Source: an optimization exercise on an open RTL-to-GDS flow (aim: small area). Production flows keep margins and buffers that such runs may drop.
The RTL was checked by simulation tests, not by an equivalence proof against the original design.
Power is estimated from default activity; no workload was simulated.

==> design/flow/config.mk <==
export PLATFORM = sky130hd
export DESIGN_NAME = uvc_app
export DESIGN_NICKNAME = uvc_app
export VERILOG_FILES = /design/flow/design.v
export SDC_FILE = /design/flow/constraint.sdc
export NUM_CORES = 4
export LEC_CHECK = 0
export ABC_AREA = 1
export CAP_MARGIN = 20
export CORE_MARGIN = 2
export CORE_UTILIZATION = 65
export GPL_TIMING_DRIVEN = 0
export SLEW_MARGIN = 20
==> design/flow/constraint.sdc <==
create_clock -name core_clock -period 12.5 [get_ports {clk}]
set_input_delay 2.5000 -clock core_clock [delete_from_list [all_inputs] [get_ports {clk}]]
set_output_delay 2.5000 -clock core_clock [all_outputs]
set_load 0.01 [all_outputs]
==> design/flow/design.v <==
module frame
(
    input             CLK_I,
    input             RST_I,
    input             FIFO_AFULL_I,
    input             FIFO_EMPTY_I,
    input             SOF_RISE_I,
    output reg [7:0]  DATA_O,
    output reg        DVAL_O
);
reg [13:0] sofc;
wire [13:0] sofc_inc;
rinc #(14) u_sofc_inc (.q(sofc), .cin(SOF_RISE_I), .s(sofc_inc));
always @(posedge CLK_I or posedge RST_I) begin
    if (RST_I)
        sofc <= 14'd0;
    else
        sofc <= sofc_inc;
end
reg [6:0] sof_cnt;
wire sof_cnt_wrap = sof_cnt[6] & sof_cnt[5] & sof_cnt[2] & sof_cnt[1] & sof_cnt[0];  
wire [6:0] sof_cnt_inc;
rinc #(7) u_sof_cnt_inc (.q(sof_cnt), .cin(SOF_RISE_I), .s(sof_cnt_inc));
wire sof_cnt_clr = SOF_RISE_I & sof_cnt_wrap;
always @(posedge CLK_I or posedge RST_I) begin
    if (RST_I)
        sof_cnt <= 7'd0;
    else
        sof_cnt <= sof_cnt_inc & ~{sof_cnt_clr, sof_cnt_clr, 1'b0, sof_cnt_clr, sof_cnt_clr, sof_cnt_clr, sof_cnt_clr};
end
reg [31:0] pts;
wire [31:0] pts_inc;
rinc #(32) u_pts_inc (.q(pts), .cin(1'b1), .s(pts_inc));
always @(posedge CLK_I or posedge RST_I) begin
    if (RST_I)
        pts <= 32'd0;
    else
        pts <= pts_inc;
end
reg        fv;
reg [11:0] byte_cnt;
reg [6:0]  pay_cnt;
reg [5:0]  pos;
reg        fid;
reg [31:0] pts_reg;
wire start    = ~fv & SOF_RISE_I & (sof_cnt == 7'd0) & FIFO_EMPTY_I;
wire wr       = fv & ~FIFO_AFULL_I;
wire hdr      = (byte_cnt[11:4] == 8'd0) & ~(byte_cnt[3] & byte_cnt[2]);
wire pay_end  = byte_cnt[11] & (&byte_cnt[9:0]);                       
wire last_pay = pay_cnt[6] & pay_cnt[5] & pay_cnt[2];                   
wire frm_end  = last_pay & byte_cnt[10] & byte_cnt[7] & byte_cnt[5] &
                byte_cnt[4] & byte_cnt[3] & byte_cnt[1] & byte_cnt[0];  
wire pix      = wr & ~hdr;
always @(posedge CLK_I) begin
    if (start)
        pts_reg <= pts;
end
always @(posedge CLK_I or posedge RST_I) begin
    if (RST_I) begin
        fv  <= 1'b0;
        fid <= 1'b0;
    end
    else if (fv) begin
        if (wr & frm_end) begin
            fv  <= 1'b0;
            fid <= ~fid;
        end
    end
    else if (start)
        fv <= 1'b1;
end
wire [11:0] byte_cnt_inc;
wire [6:0]  pay_cnt_inc;
rinc #(12) u_byte_cnt_inc (.q(byte_cnt), .cin(wr), .s(byte_cnt_inc));
rinc #(7)  u_pay_cnt_inc  (.q(pay_cnt), .cin(wr & pay_end), .s(pay_cnt_inc));
always @(posedge CLK_I) begin
    byte_cnt <= byte_cnt_inc & {12{fv & ~(wr & pay_end)}};
    pay_cnt  <= pay_cnt_inc & {7{fv}};
end
wire pos_ci = start | (pix & byte_cnt[1] & byte_cnt[0]);
wire [5:0] pos_inc;
rinc #(6) u_pos_inc (.q(pos), .cin(pos_ci), .s(pos_inc));
wire pos_wrap = pos_ci & pos[5] & pos[4] & pos[3] & pos[1] & pos[0];  
always @(posedge CLK_I or posedge RST_I) begin
    if (RST_I)
        pos <= 6'd0;
    else
        pos <= pos_inc & {6{~pos_wrap}};
end
reg [7:0] pixel;
always @(*) begin
    if (pos < 6'd20) begin           
        case (byte_cnt[1:0])
            2'd0: pixel = 8'h20;
            2'd1: pixel = 8'h60;
            2'd2: pixel = 8'h20;
            default: pixel = 8'hDC;
        endcase
    end
    else if (pos < 6'd40)            
        pixel = 8'h00;
    else begin                       
        case (byte_cnt[1:0])
            2'd0: pixel = 8'h10;
            2'd1: pixel = 8'hD0;
            2'd2: pixel = 8'h10;
            default: pixel = 8'h70;
        endcase
    end
end
reg [7:0] hbyte;
always @(*) begin
    case (byte_cnt[3:0])
        4'd0:  hbyte = 8'd12;
        4'd1:  hbyte = {6'b000011, last_pay, fid};
        4'd2:  hbyte = pts_reg[7:0];
        4'd3:  hbyte = pts_reg[15:8];
        4'd4:  hbyte = pts_reg[23:16];
        4'd5:  hbyte = pts_reg[31:24];
        4'd6:  hbyte = pts_reg[7:0];
        4'd7:  hbyte = pts_reg[15:8];
        4'd8:  hbyte = pts_reg[23:16];
        4'd9:  hbyte = pts_reg[31:24];
        4'd10: hbyte = sofc[10:3];
        default: hbyte = {5'd0, sofc[13:11]};
    endcase
end
always @(posedge CLK_I or posedge RST_I) begin
    if (RST_I) begin
        DATA_O <= 8'd0;
        DVAL_O <= 1'b0;
    end
    else begin
        DVAL_O <= wr;
        if (~fv)
            DATA_O <= 8'd0;
        else if (wr)
            DATA_O <= hdr ? hbyte : pixel;
    end
end
endmodule
module rinc #(parameter W = 8) (
    input  [W-1:0] q,
    input          cin,
    output [W-1:0] s
);
wire [W:0] c;
assign c[0] = cin;
genvar i;
generate
    for (i = 0; i < W; i = i + 1) begin : g
        assign s[i]   = q[i] ^ c[i];
        assign c[i+1] = q[i] & c[i];
    end
endgenerate
endmodule
module cge #(parameter W = 8, parameter [W-1:0] C = 0) (
    input  [W-1:0] x,
    output         ge
);
wire [W:0] g;
assign g[0] = 1'b1;
genvar i;
generate
    for (i = 0; i < W; i = i + 1) begin : g_bit
        if (C[i])
            assign g[i+1] = x[i] & g[i];
        else
            assign g[i+1] = x[i] | g[i];
    end
endgenerate
assign ge = g[W];
endmodule
module usb_desc (
    input  [9:0] i_descrom_raddr,
    output [7:0] o_descrom_rdat
);
  wire x0 = i_descrom_raddr[8];
  wire x1 = i_descrom_raddr[7];
  wire x2 = i_descrom_raddr[6];
  wire x3 = i_descrom_raddr[5];
  wire x4 = i_descrom_raddr[4];
  wire x5 = i_descrom_raddr[3];
  wire x6 = i_descrom_raddr[2];
  wire x7 = i_descrom_raddr[1];
  wire x8 = i_descrom_raddr[0];
  wire z0, z1, z2, z3, z4, z5, z6, z7;
  assign o_descrom_rdat = {z0, z1, z2, z3, z4, z5, z6, z7};
  wire new_n18, new_n19, new_n20, new_n21, new_n22, new_n23, new_n24,
    new_n25, new_n26, new_n27, new_n28, new_n29, new_n30, new_n31, new_n32,
    new_n33, new_n34, new_n35, new_n36, new_n37, new_n38, new_n39, new_n40,
    new_n41, new_n42, new_n43, new_n44, new_n45, new_n46, new_n47, new_n48,
    new_n49, new_n50, new_n51, new_n52, new_n53, new_n54, new_n55, new_n56,
    new_n57, new_n58, new_n59, new_n60, new_n61, new_n62, new_n63, new_n64,
    new_n65, new_n66, new_n67, new_n68, new_n69, new_n70, new_n71, new_n72,
    new_n73, new_n74, new_n75, new_n76, new_n77, new_n78, new_n79, new_n80,
    new_n81, new_n82, new_n83, new_n84, new_n85, new_n86, new_n87, new_n88,
    new_n89, new_n90, new_n91, new_n92, new_n93, new_n94, new_n95, new_n96,
    new_n97, new_n98, new_n99, new_n100, new_n101, new_n102, new_n103,
    new_n104, new_n105, new_n106, new_n107, new_n108, new_n109, new_n110,
    new_n111, new_n112, new_n113, new_n114, new_n115, new_n116, new_n117,
    new_n118, new_n119, new_n120, new_n121, new_n122, new_n123, new_n124,
    new_n125, new_n126, new_n127, new_n128, new_n130, new_n131, new_n132,
    new_n133, new_n134, new_n135, new_n136, new_n137, new_n138, new_n139,
    new_n140, new_n141, new_n142, new_n143, new_n144, new_n145, new_n146,
    new_n147, new_n148, new_n149, new_n150, new_n151, new_n152, new_n153,
    new_n154, new_n155, new_n156, new_n157, new_n158, new_n159, new_n160,
    new_n161, new_n162, new_n163, new_n164, new_n165, new_n166, new_n167,
    new_n168, new_n169, new_n170, new_n171, new_n172, new_n173, new_n174,
    new_n175, new_n176, new_n177, new_n178, new_n179, new_n180, new_n181,
    new_n182, new_n183, new_n184, new_n185, new_n186, new_n187, new_n188,
    new_n189, new_n190, new_n191, new_n192, new_n193, new_n194, new_n195,
    new_n196, new_n197, new_n198, new_n199, new_n200, new_n202, new_n203,
    new_n204, new_n205, new_n206, new_n207, new_n208, new_n209, new_n210,
    new_n211, new_n212, new_n213, new_n214, new_n215, new_n216, new_n217,
    new_n218, new_n219, new_n220, new_n221, new_n222, new_n223, new_n224,
    new_n225, new_n226, new_n227, new_n228, new_n229, new_n230, new_n231,
    new_n232, new_n233, new_n234, new_n235, new_n236, new_n237, new_n238,
    new_n240, new_n241, new_n242, new_n243, new_n244, new_n245, new_n246,
    new_n247, new_n248, new_n249, new_n250, new_n251, new_n252, new_n253,
    new_n254, new_n255, new_n256, new_n257, new_n258, new_n259, new_n260,
    new_n261, new_n262, new_n263, new_n264, new_n265, new_n266, new_n267,
    new_n269, new_n270, new_n271, new_n272, new_n273, new_n274, new_n275,
    new_n276, new_n277, new_n278, new_n279, new_n280, new_n281, new_n282,
    new_n283, new_n284, new_n285, new_n286, new_n287, new_n288, new_n289,
    new_n290, new_n291, new_n292, new_n293, new_n294, new_n295, new_n296,
    new_n297, new_n298, new_n299, new_n301, new_n302, new_n303, new_n304,
    new_n305, new_n306, new_n307, new_n308, new_n309, new_n310, new_n311,
    new_n312, new_n313, new_n314, new_n315, new_n316, new_n317, new_n318,
    new_n319, new_n320, new_n321, new_n323, new_n324, new_n325, new_n326,
    new_n327, new_n328, new_n329, new_n330, new_n331, new_n332, new_n333,
    new_n334, new_n335, new_n336, new_n337, new_n338, new_n339, new_n340,
    new_n341, new_n342, new_n343, new_n344, new_n345, new_n346, new_n347,
    new_n348, new_n349, new_n350, new_n351, new_n352, new_n353, new_n354,
    new_n355, new_n356, new_n357, new_n358, new_n359, new_n360, new_n361,
    new_n362, new_n363, new_n364, new_n365, new_n366, new_n367, new_n368,
    new_n369, new_n370, new_n371, new_n372, new_n373, new_n374, new_n375,
    new_n376, new_n377, new_n379, new_n380, new_n381, new_n382, new_n383,
    new_n384, new_n385, new_n386, new_n387, new_n388, new_n389, new_n390,
    new_n391, new_n392, new_n393, new_n394, new_n395, new_n396, new_n397,
    new_n398, new_n399, new_n400, new_n401, new_n402, new_n403, new_n404,
    new_n405, new_n406, new_n407, new_n408, new_n409, new_n410, new_n411,
    new_n412, new_n413, new_n414, new_n415, new_n416, new_n417, new_n418,
    new_n419, new_n420, new_n421, new_n422, new_n423, new_n424, new_n425,
    new_n426, new_n427, new_n428, new_n429, new_n430, new_n431, new_n432,
    new_n433, new_n434, new_n435, new_n436, new_n437, new_n438, new_n439;
  assign new_n18 = ~x3 & ~x6;
  assign new_n19 = ~x6 & x7;
  assign new_n20 = ~x4 & ~x7;
  assign new_n21 = x4 & x7;
  assign new_n22 = ~new_n20 & ~new_n21;
  assign new_n23 = x5 & ~new_n22;
  assign new_n24 = ~new_n19 & new_n23;
  assign new_n25 = new_n18 & new_n24;
  assign new_n26 = ~x5 & ~x6;
  assign new_n27 = x4 & new_n26;
  assign new_n28 = x1 & x3;
  assign new_n29 = ~new_n27 & new_n28;
  assign new_n30 = x5 & x6;
  assign new_n31 = x4 & ~new_n30;
  assign new_n32 = ~new_n26 & ~new_n31;
  assign new_n33 = ~x5 & ~new_n32;
  assign new_n34 = x7 & ~new_n33;
  assign new_n35 = new_n29 & ~new_n34;
  assign new_n36 = ~x4 & ~x5;
  assign new_n37 = x4 & x5;
  assign new_n38 = ~new_n36 & ~new_n37;
  assign new_n39 = x1 & ~x3;
  assign new_n40 = x7 & new_n39;
  assign new_n41 = ~new_n38 & new_n40;
  assign new_n42 = ~x1 & x3;
  assign new_n43 = x7 & new_n42;
  assign new_n44 = ~new_n32 & new_n43;
  assign new_n45 = ~new_n41 & ~new_n44;
  assign new_n46 = ~new_n35 & new_n45;
  assign new_n47 = ~x1 & ~x3;
  assign new_n48 = ~x5 & ~x7;
  assign new_n49 = x6 & new_n48;
  assign new_n50 = new_n47 & new_n49;
  assign new_n51 = x6 & ~x7;
  assign new_n52 = ~new_n19 & ~new_n51;
  assign new_n53 = x5 & new_n39;
  assign new_n54 = ~new_n52 & new_n53;
  assign new_n55 = ~x1 & x5;
  assign new_n56 = ~x6 & ~x7;
  assign new_n57 = x3 & new_n56;
  assign new_n58 = new_n55 & new_n57;
  assign new_n59 = ~new_n54 & ~new_n58;
  assign new_n60 = ~new_n50 & new_n59;
  assign new_n61 = ~x2 & ~new_n60;
  assign new_n62 = new_n46 & ~new_n61;
  assign new_n63 = ~x1 & ~x4;
  assign new_n64 = x6 & x7;
  assign new_n65 = ~new_n63 & ~new_n64;
  assign new_n66 = ~x4 & ~new_n65;
  assign new_n67 = ~new_n62 & new_n66;
  assign new_n68 = x1 & new_n21;
  assign new_n69 = x5 & x7;
  assign new_n70 = ~x3 & ~x5;
  assign new_n71 = ~new_n69 & ~new_n70;
  assign new_n72 = new_n68 & new_n71;
  assign new_n73 = ~x2 & ~new_n72;
  assign new_n74 = ~new_n67 & new_n73;
  assign new_n75 = ~new_n25 & new_n74;
  assign new_n76 = ~x1 & ~x8;
  assign new_n77 = ~x2 & new_n76;
  assign new_n78 = ~new_n75 & new_n77;
  assign new_n79 = new_n18 & ~new_n55;
  assign new_n80 = x8 & new_n20;
  assign new_n81 = ~new_n63 & ~new_n80;
  assign new_n82 = ~new_n48 & ~new_n69;
  assign new_n83 = ~new_n81 & new_n82;
  assign new_n84 = x2 & new_n83;
  assign new_n85 = ~x7 & ~x8;
  assign new_n86 = ~x2 & x5;
  assign new_n87 = new_n85 & new_n86;
  assign new_n88 = ~new_n38 & new_n87;
  assign new_n89 = ~new_n84 & ~new_n88;
  assign new_n90 = new_n79 & ~new_n89;
  assign new_n91 = x1 & ~x2;
  assign new_n92 = x8 & new_n49;
  assign new_n93 = ~x6 & ~x8;
  assign new_n94 = ~new_n31 & ~new_n93;
  assign new_n95 = x6 & x8;
  assign new_n96 = new_n82 & new_n95;
  assign new_n97 = x7 & ~new_n26;
  assign new_n98 = ~new_n96 & new_n97;
  assign new_n99 = ~new_n94 & new_n98;
  assign new_n100 = ~new_n92 & ~new_n99;
  assign new_n101 = new_n91 & ~new_n100;
  assign new_n102 = ~x4 & ~x6;
  assign new_n103 = x4 & x6;
  assign new_n104 = ~new_n102 & ~new_n103;
  assign new_n105 = new_n48 & ~new_n104;
  assign new_n106 = new_n101 & new_n105;
  assign new_n107 = ~new_n90 & ~new_n106;
  assign new_n108 = ~new_n78 & new_n107;
  assign new_n109 = x4 & x8;
  assign new_n110 = new_n91 & ~new_n109;
  assign new_n111 = new_n21 & new_n26;
  assign new_n112 = new_n110 & new_n111;
  assign new_n113 = ~x5 & x6;
  assign new_n114 = ~x2 & x8;
  assign new_n115 = new_n113 & new_n114;
  assign new_n116 = new_n83 & new_n115;
  assign new_n117 = ~x2 & ~new_n56;
  assign new_n118 = ~x1 & ~new_n117;
  assign new_n119 = ~x4 & ~x8;
  assign new_n120 = ~new_n109 & ~new_n119;
  assign new_n121 = ~new_n38 & new_n51;
  assign new_n122 = ~new_n120 & new_n121;
  assign new_n123 = new_n118 & new_n122;
  assign new_n124 = ~new_n116 & ~new_n123;
  assign new_n125 = ~new_n101 & new_n124;
  assign new_n126 = x3 & ~new_n125;
  assign new_n127 = ~new_n112 & ~new_n126;
  assign new_n128 = new_n108 & new_n127;
  assign z0 = ~x0 & ~new_n128;
  assign new_n130 = new_n61 & new_n119;
  assign new_n131 = ~new_n26 & ~new_n30;
  assign new_n132 = new_n44 & new_n131;
  assign new_n133 = x5 & new_n21;
  assign new_n134 = ~x7 & new_n26;
  assign new_n135 = ~new_n133 & ~new_n134;
  assign new_n136 = new_n28 & ~new_n135;
  assign new_n137 = ~new_n50 & ~new_n136;
  assign new_n138 = ~new_n132 & new_n137;
  assign new_n139 = ~x8 & ~new_n138;
  assign new_n140 = new_n108 & ~new_n139;
  assign new_n141 = ~x4 & new_n140;
  assign new_n142 = new_n47 & ~new_n141;
  assign new_n143 = ~new_n47 & new_n141;
  assign new_n144 = ~x5 & ~new_n95;
  assign new_n145 = ~new_n93 & new_n144;
  assign new_n146 = x3 & x4;
  assign new_n147 = ~x2 & new_n56;
  assign new_n148 = ~new_n146 & new_n147;
  assign new_n149 = ~new_n145 & new_n148;
  assign new_n150 = ~new_n143 & new_n149;
  assign new_n151 = ~new_n142 & new_n150;
  assign new_n152 = ~x2 & ~new_n64;
  assign new_n153 = x3 & ~new_n152;
  assign new_n154 = x7 & new_n18;
  assign new_n155 = new_n86 & new_n154;
  assign new_n156 = ~new_n153 & ~new_n155;
  assign new_n157 = ~new_n151 & new_n156;
  assign new_n158 = x6 & ~new_n89;
  assign new_n159 = ~x8 & ~new_n158;
  assign new_n160 = ~new_n91 & new_n131;
  assign new_n161 = new_n21 & ~new_n160;
  assign new_n162 = ~x1 & x8;
  assign new_n163 = ~new_n133 & new_n162;
  assign new_n164 = ~new_n161 & ~new_n163;
  assign new_n165 = ~new_n159 & new_n164;
  assign new_n166 = ~new_n157 & new_n165;
  assign new_n167 = ~x4 & x7;
  assign new_n168 = x3 & ~new_n167;
  assign new_n169 = new_n101 & new_n168;
  assign new_n170 = ~x3 & new_n116;
  assign new_n171 = ~new_n169 & ~new_n170;
  assign new_n172 = ~new_n166 & new_n171;
  assign new_n173 = ~new_n130 & new_n172;
  assign new_n174 = ~x0 & ~new_n173;
  assign new_n175 = x2 & x8;
  assign new_n176 = ~new_n166 & ~new_n175;
  assign new_n177 = ~new_n62 & ~new_n105;
  assign new_n178 = x8 & ~new_n177;
  assign new_n179 = new_n176 & ~new_n178;
  assign new_n180 = x3 & x5;
  assign new_n181 = ~x1 & ~new_n20;
  assign new_n182 = ~x2 & ~new_n181;
  assign new_n183 = ~x2 & x6;
  assign new_n184 = ~x4 & ~new_n183;
  assign new_n185 = new_n52 & new_n184;
  assign new_n186 = ~new_n182 & ~new_n185;
  assign new_n187 = new_n180 & ~new_n186;
  assign new_n188 = new_n62 & ~new_n187;
  assign new_n189 = ~new_n179 & ~new_n188;
  assign new_n190 = ~x1 & ~x2;
  assign new_n191 = new_n37 & new_n190;
  assign new_n192 = ~x8 & ~new_n43;
  assign new_n193 = ~new_n191 & ~new_n192;
  assign new_n194 = ~x2 & new_n47;
  assign new_n195 = ~new_n119 & new_n194;
  assign new_n196 = x0 & ~new_n21;
  assign new_n197 = new_n195 & new_n196;
  assign new_n198 = new_n193 & new_n197;
  assign new_n199 = new_n172 & new_n198;
  assign new_n200 = ~new_n189 & new_n199;
  assign z1 = new_n174 | new_n200;
  assign new_n202 = ~new_n102 & ~new_n113;
  assign new_n203 = ~new_n97 & ~new_n202;
  assign new_n204 = new_n198 & ~new_n203;
  assign new_n205 = ~new_n82 & ~new_n103;
  assign new_n206 = new_n29 & new_n205;
  assign new_n207 = new_n37 & new_n43;
  assign new_n208 = ~new_n36 & new_n39;
  assign new_n209 = ~new_n20 & ~new_n113;
  assign new_n210 = new_n208 & ~new_n209;
  assign new_n211 = ~new_n207 & ~new_n210;
  assign new_n212 = ~new_n206 & new_n211;
  assign new_n213 = x8 & new_n212;
  assign new_n214 = ~new_n151 & new_n213;
  assign new_n215 = ~x8 & new_n75;
  assign new_n216 = new_n43 & new_n102;
  assign new_n217 = new_n18 & ~new_n167;
  assign new_n218 = ~new_n39 & ~new_n217;
  assign new_n219 = x1 & ~x6;
  assign new_n220 = x7 & ~new_n219;
  assign new_n221 = x4 & ~new_n220;
  assign new_n222 = ~new_n218 & ~new_n221;
  assign new_n223 = new_n57 & new_n181;
  assign new_n224 = ~new_n222 & ~new_n223;
  assign new_n225 = x5 & ~new_n224;
  assign new_n226 = ~new_n216 & ~new_n225;
  assign new_n227 = new_n131 & ~new_n226;
  assign new_n228 = x2 & ~new_n227;
  assign new_n229 = x1 & new_n227;
  assign new_n230 = ~new_n228 & ~new_n229;
  assign new_n231 = ~new_n215 & new_n230;
  assign new_n232 = ~new_n214 & new_n231;
  assign new_n233 = x3 & x8;
  assign new_n234 = x1 & x2;
  assign new_n235 = new_n233 & new_n234;
  assign new_n236 = ~new_n105 & new_n235;
  assign new_n237 = ~new_n232 & ~new_n236;
  assign new_n238 = ~x0 & ~new_n237;
  assign z2 = new_n204 | new_n238;
  assign new_n240 = new_n189 & ~new_n226;
  assign new_n241 = ~new_n232 & ~new_n240;
  assign new_n242 = new_n68 & ~new_n241;
  assign new_n243 = x7 & new_n36;
  assign new_n244 = new_n47 & new_n243;
  assign new_n245 = x1 & new_n180;
  assign new_n246 = ~new_n206 & ~new_n245;
  assign new_n247 = ~new_n23 & new_n131;
  assign new_n248 = ~new_n246 & new_n247;
  assign new_n249 = ~new_n244 & ~new_n248;
  assign new_n250 = new_n175 & ~new_n249;
  assign new_n251 = new_n39 & new_n183;
  assign new_n252 = new_n80 & new_n251;
  assign new_n253 = ~new_n250 & ~new_n252;
  assign new_n254 = ~new_n242 & new_n253;
  assign new_n255 = new_n110 & new_n154;
  assign new_n256 = ~x2 & new_n42;
  assign new_n257 = new_n109 & new_n256;
  assign new_n258 = new_n39 & new_n119;
  assign new_n259 = ~new_n257 & ~new_n258;
  assign new_n260 = new_n51 & ~new_n259;
  assign new_n261 = ~new_n255 & ~new_n260;
  assign new_n262 = x5 & ~new_n261;
  assign new_n263 = ~new_n151 & ~new_n262;
  assign new_n264 = new_n254 & new_n263;
  assign new_n265 = ~x0 & ~new_n264;
  assign new_n266 = ~x6 & new_n198;
  assign new_n267 = ~z2 & new_n266;
  assign z3 = new_n265 | new_n267;
  assign new_n269 = x3 & x6;
  assign new_n270 = ~new_n18 & ~new_n269;
  assign new_n271 = new_n167 & ~new_n270;
  assign new_n272 = ~x7 & new_n27;
  assign new_n273 = ~new_n271 & ~new_n272;
  assign new_n274 = z2 & ~new_n273;
  assign new_n275 = x4 & new_n71;
  assign new_n276 = ~new_n208 & ~new_n275;
  assign new_n277 = new_n219 & ~new_n276;
  assign new_n278 = ~new_n219 & ~new_n275;
  assign new_n279 = ~new_n21 & ~new_n82;
  assign new_n280 = ~new_n18 & new_n55;
  assign new_n281 = x8 & ~new_n280;
  assign new_n282 = ~new_n279 & new_n281;
  assign new_n283 = ~new_n278 & new_n282;
  assign new_n284 = ~new_n277 & new_n283;
  assign new_n285 = new_n76 & new_n187;
  assign new_n286 = x2 & ~new_n285;
  assign new_n287 = ~new_n284 & new_n286;
  assign new_n288 = new_n70 & ~new_n254;
  assign new_n289 = x8 & ~new_n272;
  assign new_n290 = ~new_n24 & new_n289;
  assign new_n291 = ~x8 & ~new_n102;
  assign new_n292 = new_n42 & ~new_n291;
  assign new_n293 = ~new_n290 & new_n292;
  assign new_n294 = ~x2 & ~new_n293;
  assign new_n295 = new_n140 & new_n294;
  assign new_n296 = ~new_n288 & new_n295;
  assign new_n297 = ~new_n287 & ~new_n296;
  assign new_n298 = ~new_n130 & ~new_n297;
  assign new_n299 = ~x0 & ~new_n298;
  assign z4 = new_n274 | new_n299;
  assign new_n301 = ~new_n39 & ~new_n219;
  assign new_n302 = ~x2 & new_n301;
  assign new_n303 = ~new_n90 & ~new_n302;
  assign new_n304 = new_n226 & new_n303;
  assign new_n305 = ~new_n74 & new_n304;
  assign new_n306 = ~new_n119 & new_n212;
  assign new_n307 = ~new_n138 & ~new_n306;
  assign new_n308 = ~x3 & ~x8;
  assign new_n309 = ~new_n48 & ~new_n308;
  assign new_n310 = ~x8 & new_n309;
  assign new_n311 = new_n33 & new_n310;
  assign new_n312 = ~x2 & ~new_n311;
  assign new_n313 = ~new_n307 & new_n312;
  assign new_n314 = ~new_n305 & ~new_n313;
  assign new_n315 = new_n176 & new_n314;
  assign new_n316 = new_n305 & new_n313;
  assign new_n317 = ~new_n315 & ~new_n316;
  assign new_n318 = ~new_n189 & new_n317;
  assign new_n319 = ~x0 & ~new_n318;
  assign new_n320 = ~new_n19 & ~new_n113;
  assign new_n321 = new_n198 & new_n320;
  assign z5 = new_n319 | new_n321;
  assign new_n323 = new_n75 & ~new_n145;
  assign new_n324 = new_n195 & ~new_n323;
  assign new_n325 = x0 & ~new_n324;
  assign new_n326 = x4 & ~new_n301;
  assign new_n327 = ~x4 & new_n301;
  assign new_n328 = ~new_n326 & ~new_n327;
  assign new_n329 = new_n189 & new_n328;
  assign new_n330 = x3 & ~new_n120;
  assign new_n331 = ~x3 & ~new_n119;
  assign new_n332 = ~x5 & ~new_n331;
  assign new_n333 = ~new_n330 & new_n332;
  assign new_n334 = new_n37 & new_n308;
  assign new_n335 = x5 & x8;
  assign new_n336 = new_n47 & ~new_n335;
  assign new_n337 = ~new_n120 & new_n336;
  assign new_n338 = ~new_n334 & ~new_n337;
  assign new_n339 = ~new_n333 & new_n338;
  assign new_n340 = new_n51 & ~new_n339;
  assign new_n341 = ~new_n26 & ~new_n53;
  assign new_n342 = new_n119 & new_n220;
  assign new_n343 = ~new_n341 & new_n342;
  assign new_n344 = ~new_n340 & ~new_n343;
  assign new_n345 = ~new_n329 & new_n344;
  assign new_n346 = ~new_n75 & ~new_n345;
  assign new_n347 = x2 & x4;
  assign new_n348 = ~new_n180 & ~new_n233;
  assign new_n349 = ~new_n347 & new_n348;
  assign new_n350 = ~new_n140 & new_n349;
  assign new_n351 = x7 & x8;
  assign new_n352 = ~new_n85 & ~new_n351;
  assign new_n353 = new_n270 & new_n352;
  assign new_n354 = ~new_n270 & ~new_n352;
  assign new_n355 = ~new_n38 & ~new_n354;
  assign new_n356 = ~new_n353 & new_n355;
  assign new_n357 = ~x3 & new_n113;
  assign new_n358 = ~x0 & x4;
  assign new_n359 = ~new_n57 & new_n358;
  assign new_n360 = ~new_n357 & new_n359;
  assign new_n361 = ~new_n51 & new_n233;
  assign new_n362 = ~new_n308 & ~new_n361;
  assign new_n363 = ~x7 & ~new_n38;
  assign new_n364 = ~new_n362 & ~new_n363;
  assign new_n365 = new_n190 & ~new_n364;
  assign new_n366 = ~new_n360 & new_n365;
  assign new_n367 = ~new_n356 & new_n366;
  assign new_n368 = new_n18 & ~new_n22;
  assign new_n369 = x3 & ~new_n104;
  assign new_n370 = ~new_n20 & new_n369;
  assign new_n371 = ~new_n368 & ~new_n370;
  assign new_n372 = new_n55 & new_n175;
  assign new_n373 = ~new_n371 & new_n372;
  assign new_n374 = ~new_n367 & ~new_n373;
  assign new_n375 = new_n253 & new_n374;
  assign new_n376 = ~new_n350 & new_n375;
  assign new_n377 = ~new_n346 & new_n376;
  assign z6 = ~new_n325 & ~new_n377;
  assign new_n379 = ~new_n69 & ~new_n145;
  assign new_n380 = new_n197 & ~new_n379;
  assign new_n381 = ~x8 & ~new_n71;
  assign new_n382 = new_n117 & new_n381;
  assign new_n383 = new_n79 & new_n86;
  assign new_n384 = ~new_n46 & new_n335;
  assign new_n385 = ~x1 & ~new_n49;
  assign new_n386 = ~new_n114 & ~new_n385;
  assign new_n387 = ~new_n180 & ~new_n357;
  assign new_n388 = ~new_n351 & ~new_n387;
  assign new_n389 = ~new_n19 & ~new_n245;
  assign new_n390 = ~new_n388 & new_n389;
  assign new_n391 = ~new_n386 & new_n390;
  assign new_n392 = ~x6 & ~new_n309;
  assign new_n393 = ~new_n233 & new_n234;
  assign new_n394 = ~new_n96 & new_n393;
  assign new_n395 = ~new_n392 & new_n394;
  assign new_n396 = new_n51 & new_n180;
  assign new_n397 = ~x4 & ~new_n190;
  assign new_n398 = ~new_n396 & new_n397;
  assign new_n399 = ~new_n395 & new_n398;
  assign new_n400 = ~new_n391 & new_n399;
  assign new_n401 = ~new_n384 & new_n400;
  assign new_n402 = ~new_n151 & new_n401;
  assign new_n403 = ~new_n383 & ~new_n402;
  assign new_n404 = ~new_n382 & ~new_n403;
  assign new_n405 = ~new_n183 & new_n226;
  assign new_n406 = ~new_n63 & ~new_n184;
  assign new_n407 = new_n381 & ~new_n406;
  assign new_n408 = ~new_n405 & new_n407;
  assign new_n409 = new_n193 & ~new_n369;
  assign new_n410 = ~new_n117 & new_n180;
  assign new_n411 = ~new_n118 & ~new_n410;
  assign new_n412 = ~new_n26 & new_n65;
  assign new_n413 = x2 & ~new_n412;
  assign new_n414 = ~new_n411 & ~new_n413;
  assign new_n415 = new_n409 & new_n414;
  assign new_n416 = new_n147 & new_n181;
  assign new_n417 = x3 & ~new_n416;
  assign new_n418 = ~new_n64 & ~new_n86;
  assign new_n419 = new_n118 & ~new_n418;
  assign new_n420 = x5 & new_n51;
  assign new_n421 = new_n234 & new_n420;
  assign new_n422 = ~new_n419 & ~new_n421;
  assign new_n423 = ~new_n417 & new_n422;
  assign new_n424 = ~x8 & ~new_n113;
  assign new_n425 = ~new_n115 & ~new_n234;
  assign new_n426 = ~new_n424 & new_n425;
  assign new_n427 = ~new_n111 & ~new_n410;
  assign new_n428 = ~x1 & new_n48;
  assign new_n429 = ~x4 & ~new_n428;
  assign new_n430 = ~x8 & ~new_n51;
  assign new_n431 = new_n234 & new_n430;
  assign new_n432 = ~new_n429 & ~new_n431;
  assign new_n433 = new_n427 & new_n432;
  assign new_n434 = ~new_n426 & new_n433;
  assign new_n435 = ~new_n423 & new_n434;
  assign new_n436 = ~new_n415 & ~new_n435;
  assign new_n437 = ~new_n408 & new_n436;
  assign new_n438 = ~new_n404 & new_n437;
  assign new_n439 = ~x0 & ~new_n438;
  assign z7 = new_n380 | new_n439;
endmodule
module uvc_app(
    input         clk,
    input         rst,               
    input         usb_sof_i,
    input         usb_txact_i,
    input         usb_txpop_i,
    input  [7:0]  usb_rxdat_i,
    input         usb_rxval_i,
    input         usb_rxact_i,
    input         usb_setup_i,
    input  [3:0]  usb_endpt_i,
    input  [7:0]  inf_alter_i,
    input  [7:0]  inf_sel_i,
    input         inf_set_i,
    input  [9:0]  descrom_raddr_i,
    input         phy_txvalid_i,
    input  [7:0]  fifo_rdat_i,
    input  [11:0] fifo_wnum_i,
    input         fifo_aempty_i,
    input         fifo_afull_i,
    input         fifo_empty_i,
    output [7:0]  usb_txdat_o,
    output        usb_txval_o,
    output [11:0] usb_txdat_len_o,
    output        usb_txcork_o,
    output [3:0]  usb_txiso_pid_o,
    output [7:0]  inf_alter_o,
    output [7:0]  descrom_rdat_o,
    output [9:0]  desc_dev_addr_o,
    output [7:0]  desc_dev_len_o,
    output [9:0]  desc_qual_addr_o,
    output [7:0]  desc_qual_len_o,
    output [9:0]  desc_fscfg_addr_o,
    output [7:0]  desc_fscfg_len_o,
    output [9:0]  desc_hscfg_addr_o,
    output [7:0]  desc_hscfg_len_o,
    output [9:0]  desc_oscfg_addr_o,
    output [9:0]  desc_strlang_addr_o,
    output [9:0]  desc_strvendor_addr_o,
    output [7:0]  desc_strvendor_len_o,
    output [9:0]  desc_strproduct_addr_o,
    output [7:0]  desc_strproduct_len_o,
    output [9:0]  desc_strserial_addr_o,
    output [7:0]  desc_strserial_len_o,
    output        desc_have_strings_o,
    output [7:0]  fifo_wdat_o,
    output        fifo_wren_o,
    output        fifo_rden_o,
    output        LED,
    output [5:0]  GPIO
);
reg txact_d0, txact_d1;
reg sof_d0, sof_d1;
always @(posedge clk, posedge rst) begin
    if (rst) begin
        txact_d0 <= 1'b0;
        txact_d1 <= 1'b0;
        sof_d0   <= 1'b0;
        sof_d1   <= 1'b0;
    end
    else begin
        txact_d0 <= usb_txact_i;
        txact_d1 <= txact_d0;
        sof_d0   <= usb_sof_i;
        sof_d1   <= sof_d0;
    end
end
wire txact_fall = txact_d1 & ~txact_d0;
wire sof_rise   = sof_d0 & ~sof_d1;
wire ep0 = (usb_endpt_i == 4'd0);
wire ep2 = (usb_endpt_i == 4'd2);
reg [15:0] led_cnt;
wire [15:0] led_inc;
rinc #(16) u_led_inc (.q(led_cnt), .cin(1'b1), .s(led_inc));
cge #(16, 16'd10000) u_led_ge (.x(led_cnt), .ge(LED));
wire led_wrap = led_cnt[15] & led_cnt[10] & led_cnt[9] & led_cnt[8];
always @(posedge clk, posedge rst) begin
    if (rst)
        led_cnt <= 16'd0;
    else
        led_cnt <= led_inc & ~{led_wrap, 4'd0, {3{led_wrap}}, 7'd0, led_wrap};
end
reg [7:0] dect;
wire [7:0] dect_inc;
rinc #(8) u_dect_inc (.q(dect), .cin(1'b1), .s(dect_inc));
always @(posedge clk, posedge rst) begin
    if (rst)
        dect <= 8'd0;
    else
        dect <= dect_inc & {8{~phy_txvalid_i}};
end
reg [15:0] sof_dly_cnt;
wire [15:0] sof_dly_inc;
rinc #(16) u_sof_dly_inc (.q(sof_dly_cnt), .cin(1'b1), .s(sof_dly_inc));
always @(posedge clk, posedge rst) begin
    if (rst)
        sof_dly_cnt <= 16'd0;
    else
        sof_dly_cnt <= sof_dly_inc & {16{~sof_rise}};
end
reg [1:0] pid_hi;
always @(posedge clk) begin
    if (rst)
        pid_hi <= 2'b01;
    else if (usb_sof_i)
        pid_hi <= fifo_afull_i ? 2'b01 : fifo_aempty_i ? 2'b00 : 2'b10;
    else if (txact_fall & ep2)
        pid_hi <= {pid_hi[0], 1'b0};
end
assign usb_txiso_pid_o = {pid_hi, 2'b11};
reg [15:0] tx_width_cnt;
wire [15:0] tx_width_inc;
rinc #(16) u_tx_width_inc (.q(tx_width_cnt), .cin(pid_hi[1]), .s(tx_width_inc));
always @(posedge clk, posedge rst) begin
    if (rst)
        tx_width_cnt <= 16'd0;
    else
        tx_width_cnt <= tx_width_inc & {16{~((txact_fall | usb_txact_i) & ep2)}};
end
wire frame_dval;
cge #(8, 8'd150) u_dect_ge (.x(dect), .ge(GPIO[0]));
assign GPIO[1] = fifo_rden_o;
assign GPIO[2] = frame_dval;
assign GPIO[3] = usb_txact_i;
wire tx_width_gt;
cge #(16, 16'd351) u_tx_width_ge (.x(tx_width_cnt), .ge(tx_width_gt));
assign GPIO[4] = tx_width_gt & fifo_afull_i;
cge #(16, 16'd8000) u_sof_dly_ge (.x(sof_dly_cnt), .ge(GPIO[5]));
assign fifo_rden_o = usb_txact_i & usb_txpop_i & ep2;
assign fifo_wren_o = frame_dval;
frame u_frame (
    .CLK_I       (clk),
    .RST_I       (rst),
    .FIFO_AFULL_I(fifo_afull_i),
    .FIFO_EMPTY_I(fifo_empty_i),
    .SOF_RISE_I  (sof_rise),
    .DATA_O      (fifo_wdat_o),
    .DVAL_O      (frame_dval)
);
reg [11:0] txdat_len;
reg        usb_txcork;
assign usb_txdat_len_o = txdat_len;
assign usb_txcork_o    = usb_txcork;
always @(posedge clk, posedge rst) begin
    if (rst) begin
        txdat_len  <= 12'd34;
        usb_txcork <= 1'b0;
    end
    else if (usb_txact_i) begin
        if (ep0)
            txdat_len <= 12'd0;
    end
    else if (ep0) begin
        txdat_len  <= 12'd34;
        usb_txcork <= 1'b0;
    end
    else if (ep2) begin
        if (fifo_afull_i) begin
            txdat_len  <= 12'd1024;
            usb_txcork <= 1'b0;
        end
        else if (frame_dval | fifo_empty_i) begin
            txdat_len  <= 12'd0;
            usb_txcork <= 1'b1;
        end
        else if (fifo_aempty_i) begin
            txdat_len  <= fifo_wnum_i;
            usb_txcork <= 1'b0;
        end
        else begin
            txdat_len  <= 12'd1024;
            usb_txcork <= 1'b0;
        end
    end
    else begin
        txdat_len  <= 12'd0;
        usb_txcork <= 1'b1;
    end
end
reg [7:0] interface0_alter;
reg [7:0] interface1_alter;
wire inf0 = (inf_sel_i == 8'd0);
wire inf1 = (inf_sel_i == 8'd1);
assign inf_alter_o = inf0 ? interface0_alter : inf1 ? interface1_alter : 8'd0;
always @(posedge clk, posedge rst) begin
    if (rst) begin
        interface0_alter <= 8'd0;
        interface1_alter <= 8'd0;
    end
    else if (inf_set_i) begin
        if (inf0)
            interface0_alter <= inf_alter_i;
        else if (inf1)
            interface1_alter <= inf_alter_i;
    end
end
usb_desc u_usb_desc (
    .i_descrom_raddr (descrom_raddr_i),
    .o_descrom_rdat  (descrom_rdat_o)
);
assign desc_dev_addr_o        = 10'd0;
assign desc_dev_len_o         = 8'd18;
assign desc_qual_addr_o       = 10'd20;
assign desc_qual_len_o        = 8'd10;
assign desc_fscfg_addr_o      = 10'd32;
assign desc_fscfg_len_o       = 8'd174;
assign desc_hscfg_addr_o      = 10'd32;
assign desc_hscfg_len_o       = 8'd174;
assign desc_oscfg_addr_o      = 10'd206;
assign desc_strlang_addr_o    = 10'd219;
assign desc_strvendor_addr_o  = 10'd223;
assign desc_strvendor_len_o   = 8'd20;
assign desc_strproduct_addr_o = 10'd243;
assign desc_strproduct_len_o  = 8'd32;
assign desc_strserial_addr_o  = 10'd275;
assign desc_strserial_len_o   = 8'd2;
assign desc_have_strings_o    = 1'b1;
wire       endpt0_send;
wire [7:0] endpt0_dat;
uvc_probe u_probe (
    .clk         (clk),
    .rst         (rst),
    .setup_i     (usb_setup_i),
    .rxdat_i     (usb_rxdat_i),
    .rxval_i     (usb_rxval_i),
    .rxact_i     (usb_rxact_i),
    .txact_i     (usb_txact_i),
    .txpop_i     (usb_txpop_i),
    .ep0_i       (ep0),
    .send_o      (endpt0_send),
    .dat_o       (endpt0_dat)
);
assign usb_txdat_o = ep0 ? endpt0_dat : fifo_rdat_i;
assign usb_txval_o = ep0 & endpt0_send;
endmodule
module uvc_probe (
    input            clk,
    input            rst,
    input            setup_i,
    input      [7:0] rxdat_i,
    input            rxval_i,
    input            rxact_i,
    input            txact_i,
    input            txpop_i,
    input            ep0_i,
    output           send_o,
    output     [7:0] dat_o
);
reg        rq_set, rq_get, v_ok, i_ok;
reg [3:0]  stage;
reg [7:0]  sub_stage;
reg        endpt0_send;
assign send_o = endpt0_send;
reg [7:0]  endpt0_dat;
assign dat_o = endpt0_dat;
wire       match = v_ok & i_ok;
localparam [271:0] PROBE_RST = 272'h0000000003938700000004000004b000000000000000000000000005161501010000;
wire [271:0] probe;
wire probe_we = ~setup_i & rq_set & match & rxact_i & ep0_i & rxval_i;
reg rst_seen;
always @(posedge clk, posedge rst) begin
    if (rst)
        rst_seen <= 1'b1;
    else
        rst_seen <= 1'b0;
end
wire [7:0] rxd_z = rxdat_i & {8{~rst_seen}};
wire [7:0] rxd_o = rxdat_i | {8{rst_seen}};
genvar k;
generate
    for (k = 0; k < 34; k = k + 1) begin : g_probe
        if (k >= 22 && k <= 25) begin : g_const
            assign probe[8*k +: 8] = PROBE_RST[8*k +: 8];
        end
        else begin : g_reg
            reg [7:0] r;
            wire en = rst_seen | (probe_we & dec[k]);
            always @(posedge clk) begin
                if (en)
                    r <= (rxd_z & ~PROBE_RST[8*k +: 8]) | (rxd_o & PROBE_RST[8*k +: 8]);
            end
            assign probe[8*k +: 8] = r;
        end
    end
endgenerate
wire [7:0] dlo;
wire [4:0] dhi;
genvar m;
generate
    for (m = 0; m < 8; m = m + 1) begin : g_dlo
        assign dlo[m] = (sub_stage[2:0] == m);
    end
    for (m = 0; m < 5; m = m + 1) begin : g_dhi
        assign dhi[m] = (sub_stage[7:3] == m);
    end
endgenerate
wire [33:0] dec;
generate
    for (k = 0; k < 34; k = k + 1) begin : g_dec
        assign dec[k] = dhi[k / 8] & dlo[k % 8];
    end
endgenerate
reg [7:0] grp [0:4];
reg [7:0] probe_next;
integer j, g;
always @(*) begin
    for (g = 0; g < 5; g = g + 1) begin
        grp[g] = 8'd0;
        for (j = 8 * g; j < 8 * g + 8 && j < 33; j = j + 1)
            grp[g] = grp[g] | ({8{dlo[j % 8]}} & probe[8*(j+1) +: 8]);
    end
    probe_next = 8'd0;
    for (g = 0; g < 5; g = g + 1)
        probe_next = probe_next | ({8{dhi[g]}} & grp[g]);
end
wire rd_ok = |dec[32:0];
wire sub_clr = setup_i ? (rxval_i & ((stage == 4'd0) | (stage == 4'd7))) :
               rq_set  ? (match & ~(rxact_i & ep0_i)) :
               rq_get  ? (match & ~(txact_i & ep0_i)) : 1'b1;
wire sub_inc = ~setup_i & match & ep0_i &
               ((rq_set & rxact_i & rxval_i) | (rq_get & txact_i & endpt0_send & txpop_i));
wire [7:0] sub_nxt;
rinc #(8) u_sub_inc (.q(sub_stage), .cin(sub_inc), .s(sub_nxt));
always @(posedge clk, posedge rst) begin
    if (rst)
        sub_stage <= 8'd0;
    else
        sub_stage <= sub_nxt & {8{~sub_clr}};
end
always @(posedge clk, posedge rst) begin
    if (rst) begin
        stage       <= 4'd0;
        endpt0_send <= 1'b0;
        endpt0_dat  <= 8'd0;
        rq_set      <= 1'b0;
        rq_get      <= 1'b0;
        v_ok        <= 1'b0;
        i_ok        <= 1'b0;
    end
    else if (setup_i) begin
        if (rxval_i) begin
            if (stage != 4'd8)
                stage <= stage + 4'd1;
            case (stage)
                4'd0: endpt0_send <= 1'b0;
                4'd1: begin
                    rq_set <= (rxdat_i == 8'h01);
                    rq_get <= (rxdat_i == 8'h81) | (rxdat_i == 8'h87);
                end
                4'd3: v_ok <= (rxdat_i == 8'h01);
                4'd4: i_ok <= (rxdat_i == 8'h01);
                4'd6: if (rq_get & match) endpt0_send <= 1'b1;
                default: ;
            endcase
        end
    end
    else begin
        stage <= 4'd0;
        if (rq_get) begin
            if (match) begin
                if (txact_i & ep0_i) begin
                    if (endpt0_send) begin
                        if (txpop_i) begin
                            if (dec[33])
                                endpt0_send <= 1'b0;
                            if (rd_ok)
                                endpt0_dat <= probe_next;
                        end
                        else if (dec[0])
                            endpt0_dat <= probe[7:0];
                    end
                end
            end
        end
    end
end
endmodule
==> design/flow/flow/run.sh <==
#!/bin/bash
# Standard ORFS layout (the standard.sh, standard synthesis unchanged) with
# three changes:
#  - ports are buffered with buf_1 instead of the resizer's default pick;
#  - the clock tree uses clkbuf_16 leaf clusters without dummy loads;
#  - after placement, each tie-low conb_1 is folded into the nearest tie-high
#    conb_1 (one cell drives both a 1 and a 0 through its HI and LO pins).
# Each step's output goes to its own log here; ORFS keeps per-step logs under orfs/logs.
set -euo pipefail
KNOBS=(
  "BUFFER_PORTS_ARGS=-buffer_cell sky130_fd_sc_hd__buf_1"
  "CTS_ARGS=-sink_clustering_enable -repair_clock_nets -dont_use_dummy_load -buf_list sky130_fd_sc_hd__clkbuf_16 -sink_clustering_size 28 -sink_clustering_max_diameter 100"
)
bash standard.sh "${KNOBS[@]}" place > flow_place.log 2>&1
R=orfs/results/${FLOW_PLATFORM}/uvc_app/base
TIE_IN=$R/3_place.odb TIE_OUT=$R/3_place.odb openroad -no_init -exit flow/merge_ties.tcl > merge_ties.log 2>&1
bash standard.sh "${KNOBS[@]}" finish > flow_finish.log 2>&1
==> design/flow/flow/merge_ties.tcl <==
# Let one conb_1 tie cell drive a tie-high and a tie-low load: pair each
# tie-high cell with the nearest tie-low cell, move the low load onto the
# high cell's LO pin and delete the emptied cell.
set db_file $::env(TIE_IN)
set out_file $::env(TIE_OUT)
read_db $db_file
set block [ord::get_db_block]
set his {}
set los {}
foreach inst [$block getInsts] {
  if {[[$inst getMaster] getName] ne "sky130_fd_sc_hd__conb_1"} { continue }
  set hi [$inst findITerm HI]
  set lo [$inst findITerm LO]
  set hn [$hi getNet]
  set ln [$lo getNet]
  if {$hn ne "NULL" && $ln eq "NULL"} { lappend his $inst }
  if {$ln ne "NULL" && $hn eq "NULL"} { lappend los $inst }
}
puts "tie-high cells [llength $his], tie-low cells [llength $los]"
set merged 0
foreach h $his {
  if {[llength $los] == 0} { break }
  set hx [lindex [$h getLocation] 0]
  set hy [lindex [$h getLocation] 1]
  set best -1
  set bestd 0
  set i 0
  foreach l $los {
    set d [expr {abs([lindex [$l getLocation] 0] - $hx) + abs([lindex [$l getLocation] 1] - $hy)}]
    if {$best < 0 || $d < $bestd} { set best $i; set bestd $d }
    incr i
  }
  set l [lindex $los $best]
  set los [lreplace $los $best $best]
  set net [[$l findITerm LO] getNet]
  [$l findITerm LO] disconnect
  [$h findITerm LO] connect $net
  odb::dbInst_destroy $l
  incr merged
}
puts "merged $merged tie-low cells into tie-high cells"
write_db $out_file
==> design/flow/standard.sh <==
#!/bin/bash
# synth_recipe.tcl (not shown) runs the flow's synth.tcl, then flattens the netlist and writes it again
# the make line also repeats each setting of config.mk as NAME=value (left out here)
make -C /OpenROAD-flow-scripts/flow DESIGN_CONFIG=/design/flow/config.mk WORK_HOME=/design/flow/orfs CLKGATE_MAP_FILE= SYNTH_SCRIPT=/design/flow/synth_recipe.tcl "${@:-finish}"
==> flow_metrics.py, run 1 <==
metrics = {
    "timing": {
        "worst_slew_pin_slew_ns": 1.14,
        "max-slew-margin-rel": 0.237,
        "final.period_utilization": 0.693,
        "min_period_ns": 8.66,
        "hold_viol": 0,
        "whs_ns": 0.389,
        "fmax_mhz": 115,
        "rsz0062_at_grt": "false",
        "tns_ns": 0,
        "slew_violations": 0,
        "setup_viol": 0,
        "fin_ws_ns": 3.84,
        "finalClockSkew_ns": 0.0604,
    },
    "routing": {
        "avgViaCountPerCell": 5.89,
        "vias": 16192,
        "drt_pass1_iterations": 6,
        "route.detailed.drc": 0,
        "drtAntennaViolNets": 0,
        "drt-total-wl_um": 58400,
        "first_iter_violations": 1964,
        "wire_per_inst_um": 21.3,
    },
    "run": {
        "cap_violations": 0,
    },
    "synthesis": {
        "synth_top_area_frac": 0.364,
        "yosys_warnings": 4,
        "syn_area_um2": 22500,
        "synth_edf_count": 272,
        "yosysTopAreaCell": "edfxtp_1",
        "ys.flop_type": "edfxtp_1",
        "synthTopCellsByArea": "edfxtp_1 36%, dfrtp_1 20%, ha_1 8.5%",
        "synthCells": 2040,
        "yosysSeqAreaShare": 0.589,
        "avgSynthCellArea_um2": 11.0,
        "yosysUniqueCellTypes": 65,
        "ys_ff_latch": 478,
        "async_flop_share": 0.387,
    },
    "min_path": {
        "hp-class": "reg2reg",
        "whs_path_depth": 0,
        "holdPathEnd": "sof_d1$_DFF_PP0_",
        "hp-start": "sof_d0$_DFF_PP0_",
    },
    "global_route": {
        "grt_start_max_net_pins": 93,
        "grt_use_total": 0.325,
        "grt_pass1_wl_um": 88800,
        "first_global_vias": 15606,
        "grt_antenna_before_repair": 6,
        "globalRoute.totalOverflow": 0,
    },
    "floorplan": {
        "die_x_um": 190,
        "die_h_um": 190,
        "ios": 277,
        "die-area_um2": 36100,
        "core_um2": 34300,
        "initial_utilization": 0.655,
        "placementRows": 68,
    },
    "pwr": {
        "p_per_area_nw_per_um2": 119,
        "p_leak_nw": 11.1,
        "max-vdd-ir-drop_mv": 0.136,
    },
    "clock_tree": {
        "cts-buffers-inserted": 21,
        "cts_buffer_depth": 3,
        "cts_hold_buf": 0,
        "cts-htree-levels": 1,
        "clock_sinks": 478,
        "cts-root-buf": "clkbuf_16",
        "cts-resized-gates": 0,
        "path_clk_slew_ns": 0.11,
        "cts_tree": "built",
        "clock_latency_ns": 0.55,
        "cts_setup_buffers": 0,
    },
    "worst_setup_path": {
        "crit_arrival_ns": 6.16,
        "max_stage_delay_ns": 0.60,
        "r2r_setup_slack_ns": 5.76,
        "cp-start-kind": "input port",
        "cp_common_cell": "nand2_1",
        "rr_worst_depth": 31,
        "crit_path_end_kind": "output port",
        "reg2reg_to": "u_frame.pts[31]$_DFF_PP0_",
        "path_class": "in2out",
        "critPathMaxFanout": 13,
        "r2r-start": "u_frame.pts[1]$_DFF_PP0_",
        "worst_path_max_delay_cell": "buf_1",
        "critical_path_required_ns": 10.00,
    },
    "placement": {
        "hpwl_um": 42700,
        "numPortBuffers": 123,
        "dp_slack_ns": 3.95,
        "gp_congestion": 0.991,
    },
    "run_status": {
        "status": "finished clean",
    },
    "cells_and_area": {
        "layout-drive-gt1-share": 0.112,
        "largest_reg_flops": 240,
        "final_nets": 2565,
        "synthToLayoutAreaGrowth_pct": 9.45,
        "nFillCells": 2425,
    },
}
-- cell usage in the layout (no fill, tap or decap), drive strengths merged, types with 3 or more instances in the layout --
| cell type | Yosys | routed |
|---|---|---|
| nand2 | 334 | 334 |
| buf | 173 | 304 |
| edfxtp | 272 | 272 |
| inv | 209 | 209 |
| dfrtp | 182 | 182 |
| nor2 | 162 | 162 |
| ha | 152 | 152 |
| o21ai | 109 | 109 |
| conb | 2 | 97 |
| nand3 | 67 | 67 |
| clkbuf | 38 | 59 |
| a21oi | 43 | 43 |
| a22o | 30 | 30 |
| nand4 | 29 | 29 |
| nor3 | 29 | 29 |
| a221oi | 25 | 25 |
| a22oi | 21 | 21 |
| dfxtp | 21 | 21 |
| nor4 | 16 | 16 |
| o211ai | 13 | 13 |
| o31ai | 13 | 13 |
| a31oi | 11 | 11 |
| xnor2 | 10 | 10 |
| a211oi | 10 | 10 |
| a41oi | 9 | 9 |
| o22ai | 6 | 6 |
| diode | 0 | 5 |
| o2111ai | 5 | 5 |
| o221ai | 4 | 4 |
| xor2 | 4 | 4 |
| a41o | 4 | 4 |
| a2111oi | 3 | 3 |
| o41ai | 3 | 3 |
| a31o | 3 | 3 |
| dfstp | 3 | 3 |
-- per-layer routing --
metal,GRT usage,routed length [um],up-vias
li1,-,-,7387
met2,0.541,28000,967
met3,0.0509,5750,167
met4,0.139,2720,2
met1,0.427,22000,7669
met5,0,11,-
-- where the power goes --
part | switching (mW) | internal [mW] | total, mW
combinational | 0.239 | 0.127 | 0.366
sequential | 0.0441 | 1.77 | 1.81
clock | 0.452 | 0.303 | 0.755
-- critical path, delay by kind of cell --
kind	cells	cell delay, ns
simple gates	24	2.06
buf+inv	5	1.24
fa+ha+maj	1	0.37
-- metrics by stage --
step	total power [mW]	utilization	cells	area [um2]
final	2.94	0.717	2747	24600
after global routing	3.04	0.717	2747	24600
after CTS	2.93	0.717	2742	24600
after detailed placement	2.21	0.707	2774	24200
after global placement	2.19	0.701	2766	24100
after floorplan	2.09	-	2188	23000
-- kinds of logic after synthesis --
kind of cell	Yosys count	synth area share
buffers and inverters	422	0.0994
adder cells (fa/ha/maj)	152	0.0847
flip-flops	478	0.589
other	2	0.000334
AO/OA/AOI/OAI	327	0.0982
XOR/XNOR	14	0.00546
AND/OR/NAND/NOR	645	0.123
-- synth_stat cells, types with 30 or more instances --
cell type	n
nor2_1	159
o21ai_0	105
dfrtp_1	182
edfxtp_1	272
nand2_1	329
a21oi_1	41
a22o_1	30
inv_1	199
clkbuf_1	38
ha_1	152
nand3_1	63
buf_4	165
-- final cells by class --
type,instances,area (um2),share of cell area
Sequential cell,478,13200,0.538
Multi-Input combinational cell,1235,7440,0.302
Buffer,211,1430,0.0583
Inverter,211,807,0.0328
Timing Repair Buffer,131,582,0.0237
Tap cell,455,569,0.0232
Clock buffer,21,526,0.0214
Antenna cell,5,12.5,0.000509
-- how the worst max path moves through the flow --
stage / from / end / slack [ns]
2_1_floorplan: rst / dect[0]$_DFF_PP0_ / 4.94
3_3_place_gp: rst / u_frame.pts[24]$_DFF_PP0_ / 3.06
3_5_place_dp: descrom_raddr_i[1] / descrom_rdat_o[3] / 3.95
4_1_cts: descrom_raddr_i[1] / descrom_rdat_o[3] / 3.96
5_1_grt: descrom_raddr_i[1] / descrom_rdat_o[3] / 3.56
6_report: descrom_raddr_i[1] / descrom_rdat_o[3] / 3.84
==> run 2, diff against run 1 <==
--- a/design/flow/config.mk
+++ b/design/flow/config.mk
@@ -9,5 +9,4 @@
 export CAP_MARGIN = 20
 export CORE_MARGIN = 2
 export CORE_UTILIZATION = 65
-export GPL_TIMING_DRIVEN = 0
 export SLEW_MARGIN = 20
==> run 2 against run 1 <==
Still clean on timing, DRC and antenna. Final cell count shrank 6.0%. Global-route usage decreased by 2.0 points. Sequential power is essentially flat. Flip-flop and latch count unchanged. Critical path depth is 2 lower. Area after synthesis did not move. Core utilization fell by 3.4 points. Routed wire length shrank 5.8%. Clock power is 0.7% lower. Largest cell class unchanged. Largest power group unchanged. Highest routed layer is now met4.
==> flow_metrics.py, run 2 <==
metrics = {
    "run_status": {
        "status": "finished clean",
    },
    "clock_tree": {
        "cts-buffers-inserted": 21,
        "cts-root-buf": "clkbuf_16",
        "cts-resized-gates": 0,
        "cts-htree-levels": 1,
        "clock_latency_ns": 0.54,
        "cts_buffer_depth": 3,
        "cts_tree": "built",
        "clock_sinks": 478,
        "path_clk_slew_ns": 0.11,
        "cts_hold_buf": 0,
        "cts_setup_buffers": 0,
    },
    "worst_setup_path": {
        "crit_path_end_kind": "output port",
        "max_stage_delay_ns": 0.47,
        "cp-start-kind": "input port",
        "critPathLaunch": "descrom_raddr_i[2]",
        "critPathMaxFanout": 11,
        "r2r_setup_slack_ns": 5.71,
        "rr_worst_depth": 31,
        "cp_common_cell": "nand2_1",
        "r2r-start": "u_frame.pts[0]$_DFF_PP0_",
        "critical_path_required_ns": 10.00,
        "path_class": "in2out",
        "path_buf_inv": 4,
        "reg2reg_to": "u_frame.pts[31]$_DFF_PP0_",
        "crit_family": "simple AND/OR/NAND/NOR gates",
        "crit_arrival_ns": 5.78,
        "worst_path_max_delay_cell": "buf_1",
    },
    "synthesis": {
        "synthTopCellsByArea": "edfxtp_1 36%, dfrtp_1 20%, ha_1 8.5%",
        "synth-xor-area-share": 0.00546,
        "muxShareOfSynthArea": 0,
        "ys_top_cells_by_count": "329 x nand2_1, 272 x edfxtp_1, 199 x inv_1",
        "yosysUniqueCellTypes": 65,
        "synth_edf_count": 272,
        "synthCells": 2040,
        "yosys_warnings": 4,
        "yosysTopAreaCell": "edfxtp_1",
        "synth_fa_ha_area_frac": 0.0847,
        "synth_top_family_by_area": "simple AND/OR/NAND/NOR gates",
        "synth_top_area_frac": 0.364,
        "async_flop_share": 0.387,
        "synth_compound_area_frac": 0.0982,
        "yosysMostFrequentCell": "nand2_1",
        "ys.flop_type": "edfxtp_1",
        "avgSynthCellArea_um2": 11.0,
        "ys_ff_latch": 478,
        "synth_simple_gate_area_frac": 0.123,
        "yosysSeqAreaShare": 0.589,
        "syn_area_um2": 22500,
    },
    "placement": {
        "place_area_um2": 23000,
        "numPortBuffers": 126,
        "hpwl_um": 38500,
        "gp_congestion": 0.928,
    },
    "cells_and_area": {
        "synthToLayoutAreaGrowth_pct": 4.19,
        "layout-drive-gt1-share": 0.0561,
        "largest_reg_flops": 240,
        "fin_area_um2": 23400,
        "final_nets": 2400,
        "layout_common_cells": "329 x nand2_1, 272 x edfxtp_1, 197 x inv_1, 182 x dfrtp_1, 156 x nor2_1",
        "layout_commonest_cell": "nand2_1",
        "nFillCells": 2545,
    },
    "timing": {
        "slew_violations": 0,
        "rsz0062_at_grt": "false",
        "worst_slew_pin_slew_ns": 1.12,
        "fmax_mhz": 121,
        "tns_ns": 0,
        "min_period_ns": 8.28,
        "finalClockSkew_ns": 0.0652,
        "max-slew-margin-rel": 0.247,
        "hold_viol": 0,
        "final.period_utilization": 0.663,
        "setup_viol": 0,
    },
    "routing": {
        "drt-total-wl_um": 55100,
        "wire_per_inst_um": 21.3,
        "drtAntennaViolNets": 0,
        "first_iter_violations": 1568,
        "vias": 15355,
        "drt_pass1_iterations": 6,
        "route.detailed.drc": 0,
        "avgViaCountPerCell": 5.95,
    },
    "pwr": {
        "max-vdd-ir-drop_mv": 0.150,
        "p_leak_nw": 10.4,
        "p_per_area_nw_per_um2": 123,
    },
    "min_path": {
        "hp-class": "reg2reg",
        "hp-start": "sof_d0$_DFF_PP0_",
        "whs_path_depth": 0,
        "holdPathEnd": "sof_d1$_DFF_PP0_",
    },
    "floorplan": {
        "die-area_um2": 36100,
        "initial_utilization": 0.655,
        "core_um2": 34300,
        "ios": 277,
        "die_x_um": 190,
        "placementRows": 68,
        "die_h_um": 190,
    },
    "global_route": {
        "first_global_vias": 14730,
        "globalRoute.totalOverflow": 0,
        "grt_use_total": 0.305,
        "grt_start_max_net_pins": 112,
        "grt_pass1_wl_um": 83600,
        "grt_antenna_before_repair": 7,
    },
    "run": {
        "cap_violations": 0,
    },
}
-- run 2: cell counts after synthesis --
Identical to the previous run, type by type.
-- run 2: cell families after synthesis --
group / Yosys count
AOI/OAI and AO/OA: 327
xor gates and xnor gates: 14
adders and majority gates: 152
buffers and inverters: 422
DFF: 478
other: 2
and+or+nand+nor: 645
-- run 2: cell type report --
cell class,count,area [um2],share of cell area
Antenna cell,4,10.0,0.000428
Clock buffer,21,526,0.0225
Inverter,211,807,0.0345
Multi-Input combinational cell,1235,7390,0.316
Sequential cell,478,13200,0.565
Tap cell,455,569,0.0243
Timing Repair Buffer,177,880,0.0376
-- run 2: worst max path at each step --
stage / endpoint / slack (ns) / depth (start not counted)
after floorplan: dect[0]$_DFF_PP0_ / 4.94 / 1
after global placement: descrom_rdat_o[3] / 4.23 / 29
after detailed placement: descrom_rdat_o[3] / 4.27 / 28
after CTS: descrom_rdat_o[3] / 4.27 / 28
after global routing: descrom_rdat_o[3] / 3.86 / 29
final: descrom_rdat_o[3] / 4.22 / 28
-- run 2: layer usage --
layer	up-vias	global-route usage	part of all wire	wire (um)
met3	128	0.0445	0.078	4300
met2	698	0.508	0.49	26800
met5	-	0	0	0
met1	7492	0.406	0.40	22000
met4	0	0.123	0.036	1970
li1	7037	-	-	-
-- run 2: report_power, final --
group	internal [mW]	total, mW	switching [mW]	leakage, nW
sequential	1.77	1.82	0.0491	5.41
clock	0.303	0.750	0.448	0.259
combinational	0.0946	0.319	0.224	4.71
total	2.17	2.89	0.721	10.4
-- run 2: per-stage QoR --
| step | power (mW) | utilization | cells | setup slack (ns) | hold WS [ns] |
|---|---|---|---|---|---|
| after floorplan | 2.09 | - | 2188 | 4.94 | 0.345 |
| after global placement | 2.15 | 0.672 | 2607 | 4.23 | 0.353 |
| after detailed placement | 2.16 | 0.672 | 2608 | 4.27 | 0.367 |
| after CTS | 2.89 | 0.681 | 2576 | 4.27 | 0.393 |
| after global routing | 3.00 | 0.683 | 2581 | 3.86 | 0.401 |
| final | 2.89 | 0.683 | 2581 | 4.22 | 0.397 |
-- run 2: worst reg2reg max path, delay by kind of cell (launching register included) --
family / cells / cell delay [ns]
xor+xnor: 1 / 0.16
fa+ha+maj: 30 / 6.15
flops: 1 / 0.41

-- static timing again, ports no longer ideal --
How much do the figures lean on ideal ports? The routed layouts below were timed once more, with nothing changed but the port constraints.
Step 1 (the two cells are an assumption about what drives the block):
set clk [get_ports {clk}]
set_driving_cell -lib_cell sky130_fd_sc_hd__clkbuf_16 $clk
set_driving_cell -lib_cell sky130_fd_sc_hd__buf_2 [delete_from_list [all_inputs] $clk]
Step 2, shift: input delay + t, output delay - t, t = (earliest + latest rising clock arrival at the registers) / 2. This alone moves slack from input paths to output paths.
Three values: ideal ports, drivers, drivers and shift; two values: the first two.
run | t (ns) | setup slack, ns | worst setup path at the end | cell pins on the clock port's net
run 1 | 0.580 | 3.839 / 3.799 / 3.799 | input to output | 1
run 2 | 0.569 | 4.215 / 4.191 / 4.191 | input to output | 1
After both steps setup and hold are still met in every run listed. For run 1, which loses most, drivers alone change the setup slack by -0.040 ns; drivers and shift together by -0.040 ns.
